This design comes from an exercise in tuning for small area, a short achievable clock period and few clock cycles on the open sky130 flow, not from production work. No run shown here included a check of the RTL's function; only the layout flow was run.

[flow/design.v]
module ALU #(
    parameter DATA_W = 32
)
(
    input                       i_clk,    
    input                       i_rst_n,  
    input                       i_valid,  
    input [DATA_W - 1 : 0]      i_A,      
    input [DATA_W - 1 : 0]      i_B,      
    input [         2 : 0]      i_inst,   
    output [2*DATA_W - 1 : 0]   o_data,   
    output                      o_done    
);
    localparam S_IDLE = 2'd0;    
    localparam S_MUL  = 2'd1;    
    localparam S_DIVI = 2'd2;    
    localparam S_DIV  = 2'd3;    
    reg  [1:0]  state;
    reg  [3:0]  cnt;
    reg         done;
    reg  [63:0] P;       
    reg  [32:0] X;       
    assign o_done = done;
    assign o_data = P;
    wire        sub     = (i_inst == 3'd1) | (i_inst == 3'd4);
    wire [31:0] bx      = sub ? ~i_B : i_B;
    wire [32:0] sum     = {1'b0, i_A} + {1'b0, bx} + {32'd0, sub};
    wire        ovf     = (i_A[31] == bx[31]) & (sum[31] != i_A[31]);
    wire [31:0] sat     = ovf ? (i_A[31] ? 32'h80000000 : 32'h7fffffff) : sum[31:0];
    wire        slt     = (i_A[31] ^ i_B[31]) ? i_A[31] : sum[31];
    wire [31:0] xr;
    genvar gi;
    generate for (gi = 0; gi < 32; gi = gi + 1) begin : g_rev
        assign xr[gi] = X[31-gi];
    end endgenerate
    reg  [4:0] lz;
    integer k;
    always @(*) begin
        lz = 5'd31;
        for (k = 0; k < 32; k = k + 1)
            if (X[k]) lz = 5'd31 - k[4:0];
    end
    wire        is_idle = (state == S_IDLE);
    wire [4:0]  amt_sra = (|i_B[31:5]) ? 5'd31 : i_B[4:0];
    wire [31:0] sh_in   = is_idle ? i_A : xr;
    wire        sh_fill = is_idle & i_A[31];
    wire [4:0]  sh_amt  = is_idle ? amt_sra : lz;
    wire [31:0] sh_out  = $signed({sh_fill, sh_in}) >>> sh_amt;
    wire [31:0] bn;      
    generate for (gi = 0; gi < 32; gi = gi + 1) begin : g_rev2
        assign bn[gi] = sh_out[31-gi];
    end endgenerate
    reg  [31:0] short_res;
    always @(*) begin
        case (i_inst)
            3'd0, 3'd1: short_res = sat;
            3'd2:       short_res = i_A & i_B;
            3'd3:       short_res = i_A | i_B;
            3'd4:       short_res = {31'd0, slt};
            default:    short_res = sh_out;
        endcase
    end
    wire [35:0] macc = {4'd0, P[63:32]}
                     + ({36{P[0]}} & {4'd0, X[31:0]})
                     + ({36{P[1]}} & {3'd0, X[31:0], 1'd0})
                     + ({36{P[2]}} & {2'd0, X[31:0], 2'd0})
                     + ({36{P[3]}} & {1'd0, X[31:0], 3'd0});
    wire [33:0] d1  = {2'b0, P[63:32]} - {1'b0, X};
    wire        q1  = ~d1[33];
    wire [31:0] r1  = q1 ? d1[31:0] : P[63:32];
    wire [33:0] d2  = {2'b0, r1} - {2'b0, X[32:1]};
    wire        q2  = ~d2[33];
    wire [31:0] r2  = q2 ? d2[31:0] : r1;
    reg [63:0] P_nxt;
    reg [32:0] X_nxt;
    reg [1:0]  state_nxt;
    reg [3:0]  cnt_nxt;
    reg        done_nxt;
    always @(*) begin
        P_nxt     = P;
        X_nxt     = X;
        state_nxt = state;
        cnt_nxt   = cnt - 4'd1;
        done_nxt  = 1'b0;
        case (state)
            S_IDLE: begin
                cnt_nxt = 4'd7;
                if (i_inst == 3'd6) begin
                    P_nxt = {32'd0, i_B};
                    X_nxt = {1'b0, i_A};
                end else if (i_inst == 3'd7) begin
                    P_nxt = {i_A, 32'd0};
                    X_nxt = {1'b0, i_B};
                end else begin
                    P_nxt = {32'd0, short_res};
                    X_nxt = {1'b0, i_B};
                end
                if (i_valid) begin
                    if (i_inst == 3'd6)      state_nxt = S_MUL;
                    else if (i_inst == 3'd7) state_nxt = S_DIVI;
                    else                     done_nxt  = 1'b1;
                end
            end
            S_MUL: begin
                P_nxt = {macc, P[31:4]};
                if (cnt == 4'd0) begin
                    state_nxt = S_IDLE;
                    done_nxt  = 1'b1;
                end
            end
            S_DIVI: begin
                X_nxt   = lz[0] ? {1'b0, bn} : {bn, 1'b0};
                cnt_nxt = lz[4:1];
                state_nxt = S_DIV;
                if (X[31:0] == 32'd0) begin
                    P_nxt     = {P[63:32], 32'hffffffff};
                    state_nxt = S_IDLE;
                    done_nxt  = 1'b1;
                end
            end
            S_DIV: begin
                P_nxt = {r2, P[29:0], q1, q2};
                X_nxt = {2'b0, X[32:2]};
                if (cnt == 4'd0) begin
                    state_nxt = S_IDLE;
                    done_nxt  = 1'b1;
                end
            end
        endcase
    end
    always @(posedge i_clk or negedge i_rst_n) begin
        if (!i_rst_n) begin
            state <= S_IDLE;
            done  <= 1'b0;
        end else begin
            state <= state_nxt;
            done  <= done_nxt;
        end
    end
    always @(posedge i_clk) begin
        P   <= P_nxt;
        X   <= X_nxt;
        cnt <= cnt_nxt;
    end
endmodule
[flow/run.sh]
#!/bin/bash
# synth_recipe.tcl (not shown) runs the flow's synth.tcl, then flattens the netlist and writes it again
# the make line also repeats each setting of config.mk as NAME=value (left out here)
make -C /OpenROAD-flow-scripts/flow DESIGN_CONFIG=/design/flow/config.mk WORK_HOME=/design/flow/orfs CLKGATE_MAP_FILE= SYNTH_SCRIPT=/design/flow/synth_recipe.tcl finish
[flow/config.mk]
export PLATFORM = sky130hd
export DESIGN_NAME = ALU
export DESIGN_NICKNAME = ALU
export VERILOG_FILES = /design/flow/design.v
export SDC_FILE = /design/flow/constraint.sdc
export NUM_CORES = 4
export LEC_CHECK = 0
export CAP_MARGIN = 20
export CORE_MARGIN = 2
export CORE_UTILIZATION = 40
export PLACE_DENSITY = 0.6
export SLEW_MARGIN = 20
[flow/constraint.sdc]
create_clock -name core_clock -period 10.0 [get_ports {i_clk}]
set_input_delay 2.0000 -clock core_clock [delete_from_list [all_inputs] [get_ports {i_clk}]]
set_output_delay 2.0000 -clock core_clock [all_outputs]
set_load 0.01 [all_outputs]
==> impl_metrics.env, run 1 <==
export IMPL_routabilityCongestion=1.043
export IMPL_cp_arrival_ns=8.30
export IMPL_hold_slack_ns=0.4803
export IMPL_wire_per_inst_um=30.21
export IMPL_initial_core_util_pct=40.53
export IMPL_grt_pass1_wl_um=146400
export IMPL_final_area_um2=22750
export IMPL_hold_viol=0
export IMPL_path_clk_slew_ns=0.09
export IMPL_yosys_top_cells_area="edfxtp_1 14%, fa_1 9.4%, ha_1 8.5%"
export IMPL_firstDrtPassIters=6
export IMPL_ys_warn_count=1
export IMPL_layout_setup_ws_ns=1.869
export IMPL_critPathKind="reg -> reg"
export IMPL_synth_edff_count=97
export IMPL_rsz0062_at_grt="false"
export IMPL_start_kind="flop"
export IMPL_htree_num_levels=3
export IMPL_cts_setup_buffers=0
export IMPL_cap_viol_max_count=0
export IMPL_vias=22560
export IMPL_setup_violations=0
export IMPL_ys_seq_elements=104
export IMPL_cp_max_fo=33
export IMPL_antenna_left=0
export IMPL_routed_wl_um=101400
export IMPL_cts_tree="done"
export IMPL_finalSetupTns_ns=0
export IMPL_routed_via_density=6.719
export IMPL_finalCritPeriodShare_pct=81.31
export IMPL_nets=2985
export IMPL_numClockSinks=104
export IMPL_layout_common_cells="232 x nand2_1, 224 x o21ai_0, 215 x a21oi_1"
export IMPL_drt_initial_drc_count=2794
export IMPL_async_flop_share_pct=2.885
export IMPL_syn_nets=2940
export IMPL_hpwl_um=78710
export IMPL_pin_count=135
export IMPL_grt_overflow_total=0
export IMPL_dpl_instance_area_um2=22450
export IMPL_final_common_cell="nand2_1"
export IMPL_synth_area_um2=20380
export IMPL_period_minus_slack_ns=8.131
export IMPL_relSlewSlack_pct=17.45
export IMPL_die_area_um2=52760
export IMPL_grt_util_all_layers_pct=37.55
export IMPL_synthFlopType="edfxtp_1"
export IMPL_clock_latency_ns=0.43
export IMPL_dpl_worst_slack_ns=2.023
export IMPL_maxSlewViolCount=0
export IMPL_route_detailed_drc=0
export IMPL_cts_resized_gates=0
export IMPL_synthDistinctLibCells=93
export IMPL_fin_util_pct=45.26
export IMPL_cp_end_kind="flop"
export IMPL_chipWidth_um=229.7
export IMPL_grt_max_degree=73
export IMPL_synth_top_area_share_pct=14.29
export IMPL_rows=82
export IMPL_antenna_found_initial=1
export IMPL_tightest_slew_ns=1.227
export IMPL_port_buffers=134
export IMPL_area_growth_pct=11.67
export IMPL_critical_path_required_ns=10.17
export IMPL_cts_buffers=9
export IMPL_syn_inst=2635
export IMPL_die_h_um=229.7
export IMPL_skew_ns=0.02002
export IMPL_ctsHoldBuffers=0
export IMPL_cts_root_buf="clkbuf_16"
export IMPL_clk_path_buf_depth=2
export IMPL_grt_pass1_vias=21410
export IMPL_fmax_ghz=0.1230
export IMPL_layout_drive_gt1_share_pct=5.885
export IMPL_outcome="no timing/DRC/antenna violations"
export IMPL_hp_class="reg -> reg"
export IMPL_coreArea_um2=50270
export IMPL_ys_seq_area_share_pct=15.06
export IMPL_synth_area_per_cell_um2=7.733
export IMPL_yosys_area_top_type="edfxtp_1"
final cells by class:
cell class              count  area (um2)
flip-flops and latches    104        3073
diodes                      1       2.502
clock inverters             7       67.56
fillers                  5056       27520
repair buffers            207        1893
inverters                  80       300.3
clock buffers               9       225.2
well taps                 672       840.8
multi-input cells        2278       16350
path summary, 6_finish.rpt:
kind | from | end | slack [ns] | cells after the start
worst max-delay path | X[8] | P[42] | 1.87 | 24
worst min-delay path | cnt[0] | cnt[0] | 0.48 | 1
worst max register to register | X[8] | P[42] | 1.87 | 24
worst min register to register | cnt[0] | cnt[0] | 0.48 | 1
max in group asynchronous | i_rst_n | state[1] | 8.09 | 1
min in group asynchronous | i_rst_n | state[1] | 1.75 | 1
worst max-delay path, stage by stage, from the launching register on:
cell and delay, ns:
edfxtp_1 0.56, inv_1 0.18, ha_1 0.39, a21o_1 0.20, a2111oi_1 0.70, nand2_1 0.11
o21ai_1 0.33, o21bai_1 0.26, a221o_1 0.40, a221oi_4 0.66, buf_4 0.42, mux2_2 0.40
ha_1 0.33, a21oi_1 0.16, nor2_1 0.06, a211oi_1 0.23, o221a_2 0.22, nand2_1 0.12
o31a_1 0.32, a31oi_1 0.42, o21a_1 0.52, nor2_1 0.26, buf_6 0.21, a222oi_1 0.28
nand2_1 0.09
layer usage:
metal,track usage [%],share of wire (%)
met1,48.32,40
met3,5.990,8.7
met2,57.86,43
met5,0,0
met4,25.69,8.2
logic make-up after synthesis:
kind of cell,share of synthesized area [%]
compound gates,29.76
simple gates,20.55
fa+ha+maj,19.44
buf+inv,4.961
xor+xnor,5.760
flops,15.06
mux,4.482
sequential cells by signal, indices dropped and copies added (netlist names):
signal	flops
state	2
cnt	4
X	33
P	64
done	1
metrics by stage:
stage | std cells
finish | 3358
floorplan | 2635
global placement | 3338
CTS | 3356
global route | 3357
detailed placement | 3340
synth_stat cells (35+ instances only):
master / number
clkbuf_1: 129
nand3_1: 89
a211oi_1: 41
a21o_1: 56
mux2i_1: 55
o211ai_1: 46
nor3_1: 39
fa_1: 96
inv_1: 79
a21oi_1: 216
ha_1: 139
xor2_1: 73
o21ai_0: 224
a31oi_1: 36
and2_1: 134
nand2_1: 232
xnor2_1: 61
o22ai_1: 35
nor2_1: 218
edfxtp_1: 97
==> run 2: changes to the inputs <==
--- a/flow/config.mk
+++ b/flow/config.mk
@@ -7,2 +7,3 @@
 export LEC_CHECK = 0
+export ABC_CLOCK_PERIOD_IN_PS = 4000
 export CAP_MARGIN = 20
@@ -11,2 +12,3 @@
 export PLACE_DENSITY = 0.6
+export SETUP_SLACK_MARGIN = 5
 export SLEW_MARGIN = 20
==> run 2 against run 1 <==
- critical path depth up 3
- maximum frequency up 31%
- critical path type unchanged
==> impl_metrics.env, run 2 <==
export IMPL_async_flop_share_pct=2.885
export IMPL_rrSetupSlack_ns=3.81
export IMPL_final_cells=3626
export IMPL_synthDistinctLibCells=93
export IMPL_rows=82
export IMPL_cap_viol_max_count=0
export IMPL_layout_setup_ws_ns=3.808
export IMPL_cts_tree="done"
export IMPL_drt_initial_drc_count=3476
export IMPL_wire_per_inst_um=30.90
export IMPL_cts_buffers=9
export IMPL_cp_startpoint="X[8]"
export IMPL_nets=3251
export IMPL_routed_via_density=6.821
export IMPL_htree_num_levels=3
export IMPL_ys_seq_elements=104
export IMPL_critPathSlowestCell="edfxtp_1"
export IMPL_synthFlopType="edfxtp_1"
export IMPL_grt_max_degree=83
export IMPL_hold_slack_ns=0.4818
export IMPL_reg2regPathDepth=27
export IMPL_antenna_left=0
export IMPL_dpl_worst_slack_ns=2.229
export IMPL_syn_nets=2940
export IMPL_outcome="no timing/DRC/antenna violations"
export IMPL_ys_warn_count=1
export IMPL_cp_max_fo=7
export IMPL_r2r_start="X[8]"
export IMPL_synth_most_common_cell="nand2_1"
export IMPL_port_buffers=134
export IMPL_grt_util_all_layers_pct=41.18
export IMPL_initial_core_util_pct=40.53
export IMPL_routed_wl_um=112000
export IMPL_relSlewSlack_pct=29.56
export IMPL_ys_seq_area_share_pct=15.06
export IMPL_grt_pass1_wl_um=160800
export IMPL_synth_area_um2=20380
export IMPL_chipWidth_um=229.7
export IMPL_synth_edff_count=97
export IMPL_vias=24730
export IMPL_clock_latency_ns=0.42
export IMPL_layout_common_cells="237 x buf_4, 213 x nand2_1, 197 x nor2_1"
export IMPL_hold_viol=0
export IMPL_antenna_found_initial=3
export IMPL_finalCritPeriodShare_pct=61.92
export IMPL_critical_path_required_ns=10.16
export IMPL_rsz0062_at_grt="true"
export IMPL_setup_violations=0
export IMPL_final_area_um2=28010
export IMPL_routabilityCongestion=1.074
export IMPL_dpl_instance_area_um2=22670
export IMPL_tightest_slew_ns=1.030
export IMPL_cp_end_kind="flop"
export IMPL_cp_arrival_ns=6.35
export IMPL_pin_count=135
export IMPL_yosys_top_cells_area="edfxtp_1 14%, fa_1 9.4%, ha_1 8.5%"
export IMPL_clk_path_buf_depth=2
export IMPL_hpwl_um=77950
export IMPL_die_area_um2=52760
export IMPL_finalSetupTns_ns=0
export IMPL_fmax_ghz=0.1615
export IMPL_die_h_um=229.7
export IMPL_start_kind="flop"
export IMPL_hold_depth=1
export IMPL_grt_pass1_vias=23660
export IMPL_largest_register="P"
export IMPL_route_detailed_drc=0
export IMPL_path_clk_slew_ns=0.09
export IMPL_final_common_cell="buf_4"
export IMPL_synth_top_area_share_pct=14.29
export IMPL_area_growth_pct=37.47
export IMPL_multi_input_area_um2=18870
export IMPL_synth_area_per_cell_um2=7.733
export IMPL_cp_endpoint="P[53]"
export IMPL_critPathMostFrequentCell="buf_12"
export IMPL_skew_ns=0.01733
export IMPL_place_inst=3319
export IMPL_layout_drive_gt1_share_pct=26.30
export IMPL_fillers=4612
export IMPL_cts_root_buf="clkbuf_16"
export IMPL_yosys_area_top_type="edfxtp_1"
export IMPL_coreArea_um2=50270
export IMPL_critical_path_max_stage_delay_ns=0.51
export IMPL_maxSlewViolCount=0
export IMPL_period_minus_slack_ns=6.192
export IMPL_r2r_end="P[53]"
export IMPL_critPathKind="reg -> reg"
export IMPL_largest_reg_flops=64
export IMPL_seqCellArea_um2=3073
export IMPL_reg_top3="P (64), X (33), cnt (4)"
export IMPL_hp_class="reg -> reg"
export IMPL_grt_overflow_total=0
export IMPL_ctsHoldBuffers=0
export IMPL_synthTopCellsByCount="232 x nand2_1, 224 x o21ai_0, 218 x nor2_1, 216 x a21oi_1, 139 x ha_1"
export IMPL_numClockSinks=104
export IMPL_syn_inst=2635
export IMPL_firstDrtPassIters=9
export IMPL_fin_util_pct=55.72
-- run 2: cell count changes in the layout (fill, tap and decap cells not counted), moves of 17 or more --
cell / change
o21ai_1: +41
nand2_1: -19
buf_6: +60
buf_4: +167
o21ai_2: +25
buf_12: +34
a211oi_2: +17
a21oi_2: +35
a21oi_1: -45
ha_1: -19
a211oi_1: -23
clkdlybuf4s50_1: -39
o21ai_0: -80
-- run 2: cell type report --
class                      count  share of cell area (%)
clock inverter                 6                  0.1608
tap                          672                   3.002
multi-input combinational   2285                   67.36
antenna                        3                 0.02680
sequential                   104                   10.97
inverter                      80                   1.112
clock buffer                  10                  0.8174
timing repair buffer         466                   16.55
-- run 2: worst min path at each step --
stage               endpoint  slack, ns   start
floorplan             cnt[0]       0.43  cnt[0]
global placement      cnt[0]       0.46  cnt[0]
detailed placement    cnt[0]       0.46  cnt[0]
CTS                   cnt[0]       0.48  cnt[0]
global route          cnt[0]       0.51  cnt[0]
finish                cnt[0]       0.48  cnt[0]
-- run 2: kinds of logic (layout without fill, tap and decap cells) --
logic type / count (synthesis) / after routing / share of synthesized area [%]
AO/OA/AOI/OAI: 929 / 932 / 29.76
multiplexers: 87 / 87 / 4.482
flip-flops: 104 / 104 / 15.06
other: 0 / 3 / 0
AND/OR/NAND/NOR: 863 / 867 / 20.55
buffers and inverters: 253 / 562 / 4.961
XOR/XNOR: 134 / 134 / 5.760
adder cells (fa/ha/maj): 265 / 265 / 19.44
-- run 2: what timing repair did --
action,4_1_cts,5_1_grt
pin swaps,158,158
cloned,17,2
gates resized for setup,535,195
setup endpoints to repair,95,95
setup buffers,202,67
-- run 2: worst max-delay path, delay by kind of cell (launching register included) --
| family | cells | cell delay (ns) |
|---|---|---|
| multiplexers | 1 | 0.32 |
| AO/OA/AOI/OAI | 12 | 2.78 |
| AND/OR/NAND/NOR | 5 | 0.83 |
| buffers and inverters | 7 | 0.96 |
| flip-flops | 1 | 0.51 |
| adder cells (fa/ha/maj) | 2 | 0.49 |
-- run 2: layer usage --
layer | global-route usage (%) | wire length (um) | part of all wire [%]
met3 | 9.189 | 11910 | 11
met4 | 32.36 | 11350 | 10
met5 | 0 | 0 | 0
met2 | 62.76 | 47810 | 43
met1 | 50.32 | 40980 | 37

[re-timing with driven ports]
In the flow no input, the clock included, has a driving cell. The finished layouts below were timed again as built, in two steps. Step 1: set_driving_cell puts a clkbuf_16 on i_clk and a buf_2 on each other input, an assumption about the parent block. Step 2, shift: input delay + t, output delay - t, t = (earliest + latest rising clock arrival at the registers) / 2. This alone moves slack from input paths to output paths. Three values: ideal ports, drivers, drivers and shift; two values: the first two.
run	t, ns	setup WS [ns]	slew at the worst register clock pin (ns)	worst slew at a driven data input, ns
run 1	0.480	1.869 / 1.869 / 1.869	0.10 / 0.10	0.05
run 2	0.467	3.808 / 3.808 / 3.808	0.09 / 0.09	0.07
After both steps setup and hold are still met in every run listed.
